This design comes from an exercise in tuning for small area on the open sky130 flow, not from production work.
Function was checked by simulation only, so behaviour that the tests miss may differ from the original.
No activity file was given, so power comes from the tool's default toggle rates.

$ cat flow/run.sh
#!/bin/bash
# synth_recipe.tcl (not shown) runs the flow's synth.tcl, then flattens the netlist and writes it again
# the make line also repeats each setting of config.mk as NAME=value (left out here)
make -C /OpenROAD-flow-scripts/flow DESIGN_CONFIG=/design/flow/config.mk WORK_HOME=/design/flow/orfs CLKGATE_MAP_FILE= SYNTH_SCRIPT=/design/flow/synth_recipe.tcl finish
$ cat flow/config.mk
export PLATFORM = sky130hd
export DESIGN_NAME = srio_gen_top
export DESIGN_NICKNAME = srio_gen_top
export VERILOG_FILES = /design/flow/design.v
export SDC_FILE = /design/flow/constraint.sdc
export NUM_CORES = 4
export LEC_CHECK = 0
export CAP_MARGIN = 20
export CORE_AREA = 10 10 230 230
export DIE_AREA = 0 0 240 240
export SLEW_MARGIN = 20
$ cat flow/constraint.sdc
create_clock -name core_clock -period 8.0 [get_ports {log_clk}]
set_input_delay 1.6000 -clock core_clock [delete_from_list [all_inputs] [get_ports {log_clk}]]
set_output_delay 1.6000 -clock core_clock [all_outputs]
set_load 0.01 [all_outputs]
$ cat flow/design.v
`timescale 1ps/1ps
module srio_request_gen
  (
   input             log_clk,
   input             log_rst,
   input [15:0]      deviceid,  
   output reg        val_ireq_tvalid,
   input             val_ireq_tready,
   output reg        val_ireq_tlast,
   output reg [63:0] val_ireq_tdata,
   output [7:0]      val_ireq_tkeep,
   output reg [31:0] val_ireq_tuser,
   input             val_iresp_tvalid,
   output reg        val_iresp_tready,
   input             val_iresp_tlast,
   input [63:0]      val_iresp_tdata,
   input [7:0]       val_iresp_tkeep,
   input [31:0]      val_iresp_tuser,
   input             link_initialized,
	 output reg        send_ok,
   output reg [1:0]  debug_line
   );
   reg  [15:0] log_rst_shift;
   wire        log_rst_q = log_rst_shift[15];
   reg  [12:0] link_initialized_cnt;
   wire        link_initialized_delay = link_initialized_cnt[12];
	wire ireq_send_enable;
	parameter idle =12'h001, st1 =12'h002, st2 =12'h004, st3 =12'h008, st4 =12'h010, st5 =12'h020, st6 =12'h040, st7 =12'h080, st8 =12'h100, st9 =12'h200,st10 =12'h400,st11 =12'h800;
  (*KEEP="TRUE"*)	reg[11:0] st_ireq;
  wire [15:0] user_dest_id;
  wire [33:0] user_addr; 
  (*KEEP="TRUE"*)  reg   [3:0] user_ftype; 
  (*KEEP="TRUE"*)  reg   [3:0] user_ttype; 
  (*KEEP="TRUE"*)  reg   [7:0]  link_display_cnt;
  (*KEEP="TRUE"*)  reg   [31:0] link_display_dly;
  (*KEEP="TRUE"*)  reg          sys_start_en;
  wire  [7:0] user_size; 
  wire  [63:0] user_data; 
  wire [15:0] dest_id;
  wire [15:0] src_id;
  wire  [1:0] prio;
  wire  [7:0] tid;
  wire [35:0] srio_addr;
  wire [63:0] header_beat;
  wire  [3:0] current_ftype;
  wire  [3:0] current_ttype;
  wire  [7:0] current_size;
  (*KEEP="TRUE"*)  reg [15:0] resp_src_id;
  (*KEEP="TRUE"*)  reg [15:0] resp_dest_id;
  (*KEEP="TRUE"*)  reg [63:0] resp_header_beat;
  (*KEEP="TRUE"*)  reg [63:0] resp_data1;
  (*KEEP="TRUE"*)  reg [63:0] resp_data2;
  reg [31:0] delay_cnt;
	assign ireq_send_enable = 1'b1;
	assign user_dest_id = 16'h0017;  
	assign user_size = 8'h0f; 
	assign user_addr = {2'b00,32'h10802400}; 
  assign val_ireq_tkeep  = 8'hFF;
  assign src_id          = 16'h0013; 
  assign dest_id			 = user_dest_id;
  assign prio            = 2'h1;
  assign tid             = 8'h00;  
  assign srio_addr       = {2'b00 ,user_addr} ;
  assign current_ftype   = user_ftype ;
  assign current_ttype   = user_ttype ;
  assign current_size    = user_size ; 
  assign header_beat     = {tid, current_ftype, current_ttype, 1'b0, prio, 1'b0, current_size, srio_addr};
  always @(posedge log_clk or posedge log_rst) begin
    if (log_rst)
      log_rst_shift <= 16'hFFFF;
    else
      log_rst_shift <= {log_rst_shift[14:0], 1'b0};
  end
  always @(posedge log_clk) begin
    if (log_rst_q) begin
      link_initialized_cnt <= 0;
    end else if (link_initialized && !link_initialized_delay) begin
      link_initialized_cnt <= link_initialized_cnt + 1;
    end else if (!link_initialized) begin
      link_initialized_cnt <= 0;
    end
  end
  always @(posedge log_clk) begin
	if (log_rst_q) 
	begin
		val_ireq_tvalid <= 1'b0;
		val_ireq_tlast <= 1'b0;
		val_ireq_tdata <= 0;
		val_ireq_tuser <= 32'h00000000;
		val_iresp_tready <= 1'b0;
		resp_src_id <= 16'h0000;
		resp_dest_id <= 16'h0000;
		resp_header_beat <= 0;
		resp_data1 <= 0;
		resp_data2 <= 0;
		st_ireq <= idle;
		delay_cnt <= 32'h000000;
		send_ok <= 1'b0;
	end 
	else
	begin
		case(st_ireq)
			idle :
				begin
					if (sys_start_en == 1'b1) begin  
						st_ireq <= st1;
					end else begin
						st_ireq <= idle;
					end
				end
			st1 :
				begin
					if (ireq_send_enable && val_ireq_tready) 
						begin  
						if (user_ftype == 4'b0101 && user_ttype==4'b0100) begin  
								st_ireq <= st2;
						end else if (user_ftype == 4'b0010 && user_ttype==4'b0100) begin  
								st_ireq <= st6;
						end else begin
								st_ireq <= idle; 
						end
						end 
					else begin
						st_ireq <= st1; 
					end
				end
			st2 :
				begin
				val_ireq_tvalid <= 1'b1;
				val_ireq_tdata <= header_beat;
				val_ireq_tuser <= {src_id, dest_id}; 
				val_ireq_tlast <= 1'b0;  
				st_ireq <= st11;
				end
			st11 :
				begin
				st_ireq <= st3;
				end
			st3 :
				begin
				val_ireq_tvalid <= 1'b1;
				val_ireq_tdata <= 64'h1122334455667788;
				val_ireq_tlast <= 1'b0;  
				st_ireq <= st4;
				end
			st4 :
				begin
				val_ireq_tvalid <= 1'b1;
				val_ireq_tdata <= 64'hbb66bb66bb66bb66;
				val_ireq_tlast <= 1'b1;  
				st_ireq <= st5;
				end
			st5 :
				begin
					val_ireq_tvalid <= 1'b0;
					val_ireq_tlast <= 1'b0;
					val_ireq_tdata <= 0;
					val_ireq_tuser <= 32'h00000000;
					send_ok <= ~send_ok;
					st_ireq <= st10;			
				end
			st6 :
				begin
				val_ireq_tvalid <= 1'b1;
				val_ireq_tdata <= header_beat;
				val_ireq_tuser <= {src_id,dest_id}; 
				val_ireq_tlast <= 1'b1;  
				st_ireq <= st7;
				end
   		st7 :
				begin
					val_ireq_tvalid <= 1'b0;
					val_ireq_tlast <= 1'b0;
					val_ireq_tdata <= 0;
					val_ireq_tuser <= 32'h00000000;
					val_iresp_tready <= 1'b1; 
					if (val_iresp_tvalid) begin
						resp_src_id <= val_iresp_tuser[31:16]; 
						resp_dest_id <= val_iresp_tuser[15:0]; 
						resp_header_beat <= val_iresp_tdata;
						st_ireq <= st8;
					end
				end
			st8 :
				begin
					resp_data1 <= val_iresp_tdata;
					st_ireq <= st9;
				end 
			st9 :
				begin
					if (val_iresp_tlast == 1'b1) begin
						resp_data2 <= val_iresp_tdata;
						end
						send_ok <= ~send_ok;
						st_ireq <= st10;
				end
			st10 :
				begin
               if (delay_cnt==32'h00000080) begin 
						delay_cnt <= 32'h000000;
						st_ireq <= idle;
						end
					else begin
						delay_cnt <= delay_cnt+1;
						st_ireq <= st10;  
					end
				end
			default :
				begin
				st_ireq <= idle;
				end
			endcase
	end
end
  always @(posedge log_clk) begin
    if (log_rst_q) begin
      user_ftype <= 4'b0101; 
      user_ttype <= 4'b0100; 
    end else if (st_ireq == st5 && user_ftype == 4'b0101 && user_ttype==4'b0100) begin 
      user_ftype <= 4'b0010; 
      user_ttype <= 4'b0100; 
    end else if (st_ireq == st9 && user_ftype == 4'b0010 && user_ttype==4'b0100) begin 
      user_ftype <= 4'b0101; 
      user_ttype <= 4'b0100; 
    end
  end
  always @(posedge log_clk) begin
    if (log_rst_q) begin
      link_display_cnt <= 16'b0;
    end else if (link_initialized == 1'b0) begin
      link_display_cnt <= link_display_cnt + 1'b1;
    end else if (link_initialized == 1'b1) begin
      link_display_cnt <= link_display_cnt;
    end
  end
  always @(posedge log_clk) begin
    if (log_rst_q) begin
      link_display_dly <= 32'h0;
    end else if (link_display_dly == 32'h000005FF) begin
      link_display_dly <= link_display_dly;
    end else if (link_initialized == 1'b1) begin
      link_display_dly <= link_display_dly + 1;
    end
  end 
  always @(posedge log_clk) begin
    if (log_rst_q) begin
      sys_start_en <= 1'b0;
    end else if (link_display_dly == 32'h000005FF) begin
      sys_start_en <= 1'b1;
    end else begin
      sys_start_en <= 1'b0;
    end
  end 
  always @(posedge log_clk) begin
    if (log_rst_q) begin
      debug_line <= 2'b00;
    end else if (resp_data1 == 64'hFFFFFFFFFFFFFFFF && resp_data2 == 64'hFFFFFFFFFFFFFFFF) begin
      debug_line <= 2'b01;
    end else if (resp_data1 == 64'h0000000000000000 && resp_data2 == 64'h5555555FFFFFFFFF) begin
      debug_line <= 2'b10;
    end
  end
endmodule
`timescale 1ps/1ps
module srio_response_gen (
  input             log_clk,
  input             log_rst,
  input      [15:0] deviceid, 
  output reg        val_tresp_tvalid,
  input             val_tresp_tready,
  output reg        val_tresp_tlast,
  output reg [63:0] val_tresp_tdata,
  output      [7:0] val_tresp_tkeep,
  output reg  [31:0] val_tresp_tuser,
  input             val_treq_tvalid,
  output reg        val_treq_tready,
  input             val_treq_tlast,
  input      [63:0] val_treq_tdata,
  input       [7:0] val_treq_tkeep,
  input      [31:0] val_treq_tuser,
  output reg        receive_ok
 );
	parameter idle0 =12'h001, s1 =12'h002, s2 =12'h004, s3 =12'h008, s4 =12'h010, s5 =12'h020, s6 =12'h040, s7 =12'h080, s8 =12'h100, s9 =12'h200;
(* KEEP="TRUE"*) 	reg[11:0] st_treq;
(* KEEP="TRUE"*) 	reg [15:0] req_src_id;
(* KEEP="TRUE"*)	reg [15:0] req_dest_id;
	reg [63:0] req_header_beat;
	wire [63:0] response_header;
	reg [63:0] req_data1;
	reg [63:0] req_data2;
  reg  [15:0] log_rst_shift;
  wire        log_rst_q = log_rst_shift[15];
  wire  [7:0] current_tid;
  wire  [3:0] current_ftype;
  wire  [3:0] current_ttype;
  wire  [7:0] current_size;
  wire  [1:0] current_prio;
  wire [33:0] current_addr;
  wire [15:0] current_srcid;
  wire [15:0] dest_id;
  wire [15:0] src_id;
  assign val_tresp_tkeep  = 8'hFF;
  assign src_id           = 16'h0013;
  always @(posedge log_clk or posedge log_rst) begin
    if (log_rst)
      log_rst_shift <= 16'hFFFF;
    else
      log_rst_shift <= {log_rst_shift[14:0], 1'b0};
  end
  assign current_tid   = req_header_beat[63:56];
  assign current_ftype = req_header_beat[55:52];
  assign current_ttype = req_header_beat[51:48];
  assign current_size  = req_header_beat[43:36];
  assign current_prio  = req_header_beat[46:45] + 2'b01;
  assign current_addr  = req_header_beat[33:0];
  assign current_srcid = req_header_beat[31:16];
  assign response_header = {current_tid,4'hd,4'h8,1'b0,current_prio,45'h0};
  always @(posedge log_clk) begin
	if (log_rst_q) 
	begin
		val_treq_tready <= 1'b0;
		req_src_id <= 16'h0000;
		req_dest_id <= 16'h0000;
		req_header_beat <= 0;
		req_data1 <= 0;
		req_data2 <= 0;
		receive_ok <= 1'b0;
		val_tresp_tvalid <= 1'b0;
		val_tresp_tuser <= 32'h00000000;
		val_tresp_tdata <= 0;
		val_tresp_tlast <= 1'b0;
		st_treq <= idle0;
	end 
	else
	begin
		case(st_treq)
			idle0 :
				begin
					val_treq_tready <= 1'b1; 
					if (val_treq_tvalid ==1'b1)  
						begin
							req_src_id <= val_treq_tuser[31:16];
							req_dest_id <= val_treq_tuser[15:0];
							req_header_beat <= val_treq_tdata;
							if (val_treq_tuser[31:16]==16'h0017 && val_treq_tuser[15:0]==16'h0013) begin  
								if (val_treq_tdata[55:52] ==4'h5 && val_treq_tdata[51:48] ==4'h4) begin  
									st_treq <= s1;
								end else if (val_treq_tdata[55:52] ==4'h2 && val_treq_tdata[51:48] ==4'h4 &&val_treq_tlast == 1'b1) begin 
									st_treq <= s4;
								end else begin
									st_treq <= idle0;
								end
							end else begin
								st_treq <= idle0;	
							end
						end
				end
			s1 :
				begin
					req_data1 <= val_treq_tdata;
					st_treq <= s2;
				end 
			s2 :
				begin
					if (val_treq_tlast == 1'b1) begin
						req_data2 <= val_treq_tdata;
						end
						st_treq <= s3;
				end
			s3 :
				begin
					receive_ok <= ~receive_ok;
					st_treq <= idle0;
				end
			s4 :
				begin
					if (val_tresp_tready ==1'b1) begin  
						st_treq <= s5;
					end else begin
						st_treq <= s4; 
					end
				end
			s5 :
				begin
					val_tresp_tvalid <= 1'b1;
					val_tresp_tuser <= {src_id, req_src_id}; 
					val_tresp_tdata <= response_header;
					val_tresp_tlast <= 1'b0; 
					st_treq <= s6;
				end
			s6 :
				begin
					st_treq <= s7;
				end
			s7 :
				begin
					val_tresp_tvalid <= 1'b1;
					val_tresp_tdata <= 64'h1234567890abcdef;
					val_tresp_tlast <= 1'b0; 
					st_treq <= s8;
				end
			s8 :
				begin
					val_tresp_tvalid <= 1'b1;
					val_tresp_tdata <= 64'h1357926680acebdf;
					val_tresp_tlast <= 1'b1; 
					st_treq <= s9;
					receive_ok <= ~receive_ok;
				end	
			s9 :
				begin
					val_tresp_tvalid <= 1'b0;
					val_tresp_tdata <= 64'h0;
					val_tresp_tlast <= 1'b0;
					st_treq <= idle0;
				end
			default :
				begin
				st_treq <= idle0;
				end
		endcase
	end
end
endmodule
`timescale 1ps/1ps
module srio_gen_top (
  input             log_clk,
  input             log_rst,
  input      [15:0] deviceid,
  input             link_initialized,
  output            val_ireq_tvalid,
  input             val_ireq_tready,
  output            val_ireq_tlast,
  output     [63:0] val_ireq_tdata,
  output     [31:0] val_ireq_tuser,
  input             val_iresp_tvalid,
  output            val_iresp_tready,
  input             val_iresp_tlast,
  input      [63:0] val_iresp_tdata,
  input       [7:0] val_iresp_tkeep,
  input      [31:0] val_iresp_tuser,
  output            val_tresp_tvalid,
  input             val_tresp_tready,
  output            val_tresp_tlast,
  output     [63:0] val_tresp_tdata,
  output     [31:0] val_tresp_tuser,
  input             val_treq_tvalid,
  output            val_treq_tready,
  input             val_treq_tlast,
  input      [63:0] val_treq_tdata,
  input       [7:0] val_treq_tkeep,
  input      [31:0] val_treq_tuser,
  output            send_ok,
  output      [1:0] debug_line,
  output            receive_ok
);
  srio_request_gen srio_request_gen_inst (
    .log_clk          (log_clk),
    .log_rst          (log_rst),
    .deviceid         (deviceid),
    .val_ireq_tvalid  (val_ireq_tvalid),
    .val_ireq_tready  (val_ireq_tready),
    .val_ireq_tlast   (val_ireq_tlast),
    .val_ireq_tdata   (val_ireq_tdata),
    .val_ireq_tkeep   (),
    .val_ireq_tuser   (val_ireq_tuser),
    .val_iresp_tvalid (val_iresp_tvalid),
    .val_iresp_tready (val_iresp_tready),
    .val_iresp_tlast  (val_iresp_tlast),
    .val_iresp_tdata  (val_iresp_tdata),
    .val_iresp_tkeep  (val_iresp_tkeep),
    .val_iresp_tuser  (val_iresp_tuser),
    .link_initialized (link_initialized),
    .send_ok          (send_ok),
    .debug_line       (debug_line)
  );
  srio_response_gen srio_response_gen_inst (
    .log_clk          (log_clk),
    .log_rst          (log_rst),
    .deviceid         (deviceid),
    .val_tresp_tvalid (val_tresp_tvalid),
    .val_tresp_tready (val_tresp_tready),
    .val_tresp_tlast  (val_tresp_tlast),
    .val_tresp_tdata  (val_tresp_tdata),
    .val_tresp_tkeep  (),
    .val_tresp_tuser  (val_tresp_tuser),
    .val_treq_tvalid  (val_treq_tvalid),
    .val_treq_tready  (val_treq_tready),
    .val_treq_tlast   (val_treq_tlast),
    .val_treq_tdata   (val_treq_tdata),
    .val_treq_tkeep   (val_treq_tkeep),
    .val_treq_tuser   (val_treq_tuser),
    .receive_ok       (receive_ok)
  );
endmodule
==> impl_metrics.env <==
export IMPL_detail_route_iter0_violations=705
export IMPL_synth_cell_area_sq_um=13800
export IMPL_total_via_count_in_the_routed_design=12000
export IMPL_syn_area_per_cell_sq_um=8.11
export IMPL_first_global_vias=11200
export IMPL_drtAntennaViolNets=0
export IMPL_timing_critical_path_fanout_max=13
export IMPL_ys_flop_type="dfxtp_1"
export IMPL_filler_cell_count=4805
export IMPL_fmax_ghz=0.286
export IMPL_setup_ws_ns=4.50
export IMPL_routed_wl_um=40100
export IMPL_worst_endpoint_arrival_ns=3.94
export IMPL_cts_htree_levels=2
export IMPL_cap_violations=0
export IMPL_synth_largest_area_cell="dfxtp_1"
export IMPL_multiInputGateArea_sq_um=6140
export IMPL_synth_seq_area_share_pct=46.1
export IMPL_cts_tree="built"
export IMPL_detail_route_wl_per_cell_um=16.2
export IMPL_floorplan_die_area_sq_um=57600
export IMPL_io_buffers=259
export IMPL_antenna_found_initial=1
export IMPL_postCtsSetupBuffers=0
export IMPL_report_final_setup_viol=0
export IMPL_max_slew_margin_rel_pct=35.9
export IMPL_clock_tree_root="clkbuf_16"
export IMPL_finalPower_mw=3.47
export IMPL_post_route_period_util_pct=43.7
export IMPL_wire_length_of_the_first_global_routing_pass_um=61600
export IMPL_cp_buf_inv_count=1
export IMPL_synthDominantCellAreaShare_pct=43.0
export IMPL_setup_worst_path_class="in2reg"
export IMPL_cts_num_sinks=313
export IMPL_row_count=80
export IMPL_synth_cell_type_count=65
export IMPL_antennaDiodeCount=0
export IMPL_dp_final_hpwl_um=29500
export IMPL_max_vdd_ir_drop_uv=123
export IMPL_overflow=0
export IMPL_groute_usage_overall_pct=13.0
export IMPL_initial_utilization_pct=28.9
export IMPL_tns_ns=0
export IMPL_clock_insertion_delay_worst_skew_ns=0.52
export IMPL_critPathTopFamily="simple AND/OR/NAND/NOR gates"
export IMPL_ys_warn_count=2
export IMPL_outcome="no timing/DRC/antenna violations"
export IMPL_critPathSlowestCell="or4_1"
export IMPL_hold_viol=0
export IMPL_cells_taking_the_most_area_after_synthesis="dfxtp_1, nand2_1, a21oi_1"
export IMPL_setup_repair_after_global_routing_missed_its_margin="no"
export IMPL_final_seq_area_sq_um=6370
export IMPL_cts_root_to_sink_buffers=3
export IMPL_area_growth_synth_to_final_pct=25.3
export IMPL_number_of_hold_buffers_added_after_cts=0
export IMPL_cellLeakagePower_nw=5.68
export IMPL_worst_slew_pin_slew_ns=0.961
export IMPL_drt_first_pass_iters=7
export IMPL_grt_start_max_net_pins=99
export IMPL_synthCells=1703
export IMPL_tritoncts_num_buffers=36
export IMPL_final_period_minus_worst_setup_slack_ns=3.50
export IMPL_edff_count_synth=0
export IMPL_timing_critical_path_to_type="flip-flop"
export IMPL_hold_worst_slack_ns=0.355
export IMPL_remaining_drc_errors=0
export IMPL_synth_async_reset_ratio_pct=5.11
export IMPL_yosys_register_bits=313
export IMPL_die_height_um=240
export IMPL_core_region_area_sq_um=47800
export IMPL_place_gp_congestion=0.824
export IMPL_design_portCount=435
export IMPL_cp_data_required_time_ns=8.44
export IMPL_crit_chain="clkdlybuf4s50_1, nand4_1, or4_1, or3_1, a21oi_1"
export IMPL_maxSlewViolCount=0
export IMPL_worst_setup_path_start_kind="primary input"
export IMPL_die_w_um=240
export IMPL_pwr_density_cell_nw_per_um2=200
export IMPL_layout_commonest_cell="nand2_1"
export IMPL_routed_via_density=4.84
export IMPL_worstHoldPathType="reg2reg"
export IMPL_design_final_nets=2075
export IMPL_fraction_of_layout_instances_using_a_drive_strength_above_1_pct=5.54
export IMPL_dpl_worst_slack_ns=4.03
export IMPL_cts_repair_resize_count=0
export IMPL_layout_cells_most_common_list="nand2_1, dfxtp_1, clkdlybuf4s50_1"
export IMPL_critPathMaxStageDelay_ns=0.77
export IMPL_cts_clk_slew_worst_paths_ns=0.05
export IMPL_clock_skew_ns=0.0186
## cell families (layout without fill, tap and decap cells)
logic type               count (synthesis)  count (layout)  share of synthesized area [%]
AO/OA/AOI/OAI                          314             314                           12.6
XOR/XNOR                                35              35                           2.22
adder cells (fa/ha/maj)                  5               5                          0.453
buffers and inverters                  263             355                           11.4
flip-flops                             313             313                           46.1
multiplexers                             3               3                          0.235
other                                    1              66                         0.0271
AND/OR/NAND/NOR                        769             769                           27.0
## per-stage QoR
step | utilization (%) | instances | instance area, sq um
final | 36.2 | 2475 | 17300
after global routing | 36.2 | 2475 | 17300
after CTS | 36.2 | 2475 | 17300
after detailed placement | 33.5 | 2414 | 16000
after global placement | 33.5 | 2414 | 16000
after floorplan | - | 1768 | 14100
## state kept, by name, summed over array words and instances, names as in the netlist, 12 cells and up
signal	count
srio_request_gen_inst.delay_cnt	32
srio_request_gen_inst.st_ireq	12
srio_response_gen_inst.req_src_id	16
srio_response_gen_inst.val_tresp_tdata	16
srio_request_gen_inst.resp_data1	64
srio_response_gen_inst.val_tresp_tuser	17
srio_request_gen_inst.log_rst_shift	15
srio_request_gen_inst.resp_data2	64
srio_request_gen_inst.link_display_dly	32
## final timing paths
| kind | from | endpoint | slack [ns] | cells after the start |
|---|---|---|---|---|
| max | link_initialized | srio_request_gen_inst.link_display_dly[31] | 4.50 | 5 |
| min reg2reg | srio_request_gen_inst.log_rst_shift[7] | srio_request_gen_inst.log_rst_shift[8] | 0.35 | 0 |
| min in group asynchronous | log_rst | srio_request_gen_inst.log_rst_shift[1] | 1.77 | 2 |
| max in group asynchronous | log_rst | srio_request_gen_inst.log_rst_shift[14] | 6.20 | 2 |
| min | srio_request_gen_inst.log_rst_shift[7] | srio_request_gen_inst.log_rst_shift[8] | 0.35 | 0 |
| max reg2reg | srio_request_gen_inst.log_rst_shift[15] | srio_request_gen_inst.val_ireq_tdata[30] | 4.75 | 4 |
## Yosys cell counts (21+ instances only)
library cell  instances
nor3_1               27
dfxtp_1             297
o21ai_0              30
or3_1                21
clkbuf_1             70
inv_1                24
nand4_1              68
buf_4               149
xnor2_1              30
nor4_1               63
or4_1                24
a21oi_1             228
nor2_1               70
nand3_1              36
nand2_1             399
## power by group
group / internal [mW] / switching [mW] / leakage (nW)
clock network: 1.10 / 0.639 / 0.616
registers: 1.58 / 0.0146 / 2.57
logic: 0.0653 / 0.0675 / 2.50
total: 2.75 / 0.721 / 5.68
## area by class of cell
class                   count  area share, %
flip-flops and latches    313           36.8
clock inverters            11           1.26
inverters                  24          0.520
well taps                 615           4.44
multi-input cells        1192           35.5
repair buffers            270           15.5
clock buffers              50           6.04
## per-layer routing
metal / GRT usage [%] / wire length, um
met5: 0 / 20
met3: 3.42 / 2930
met4: 3.18 / 629
met1: 16.5 / 17900
met2: 21.6 / 18700

[port drivers added, routing unchanged]
Ports are ideal in the flow. The routed layout listed here was re-timed in OpenROAD.
Step 1 (the two cells are an assumption about what drives the block):
set clk [get_ports {log_clk}]
set_driving_cell -lib_cell sky130_fd_sc_hd__clkbuf_16 $clk
set_driving_cell -lib_cell sky130_fd_sc_hd__buf_2 [delete_from_list [all_inputs] $clk]
Step 2 times the ports against the registers' clock, not the clock port: input delays grow and output delays shrink by t, the midpoint of the rising clock arrivals with the driver on.
Slacks: no drivers / after step 1 / after step 2; pairs: no drivers / after step 1.
t, ns: 0.572
setup slack, ns: 4.503 / 4.501 / 3.955
clock arrival spread, ns: 0.019 / 0.019
worst data-port slew with drivers (ns): 0.10
After both steps setup and hold are still met in this run. For this run, drivers alone change the setup slack by -0.002 ns; drivers and shift together by -0.548 ns.
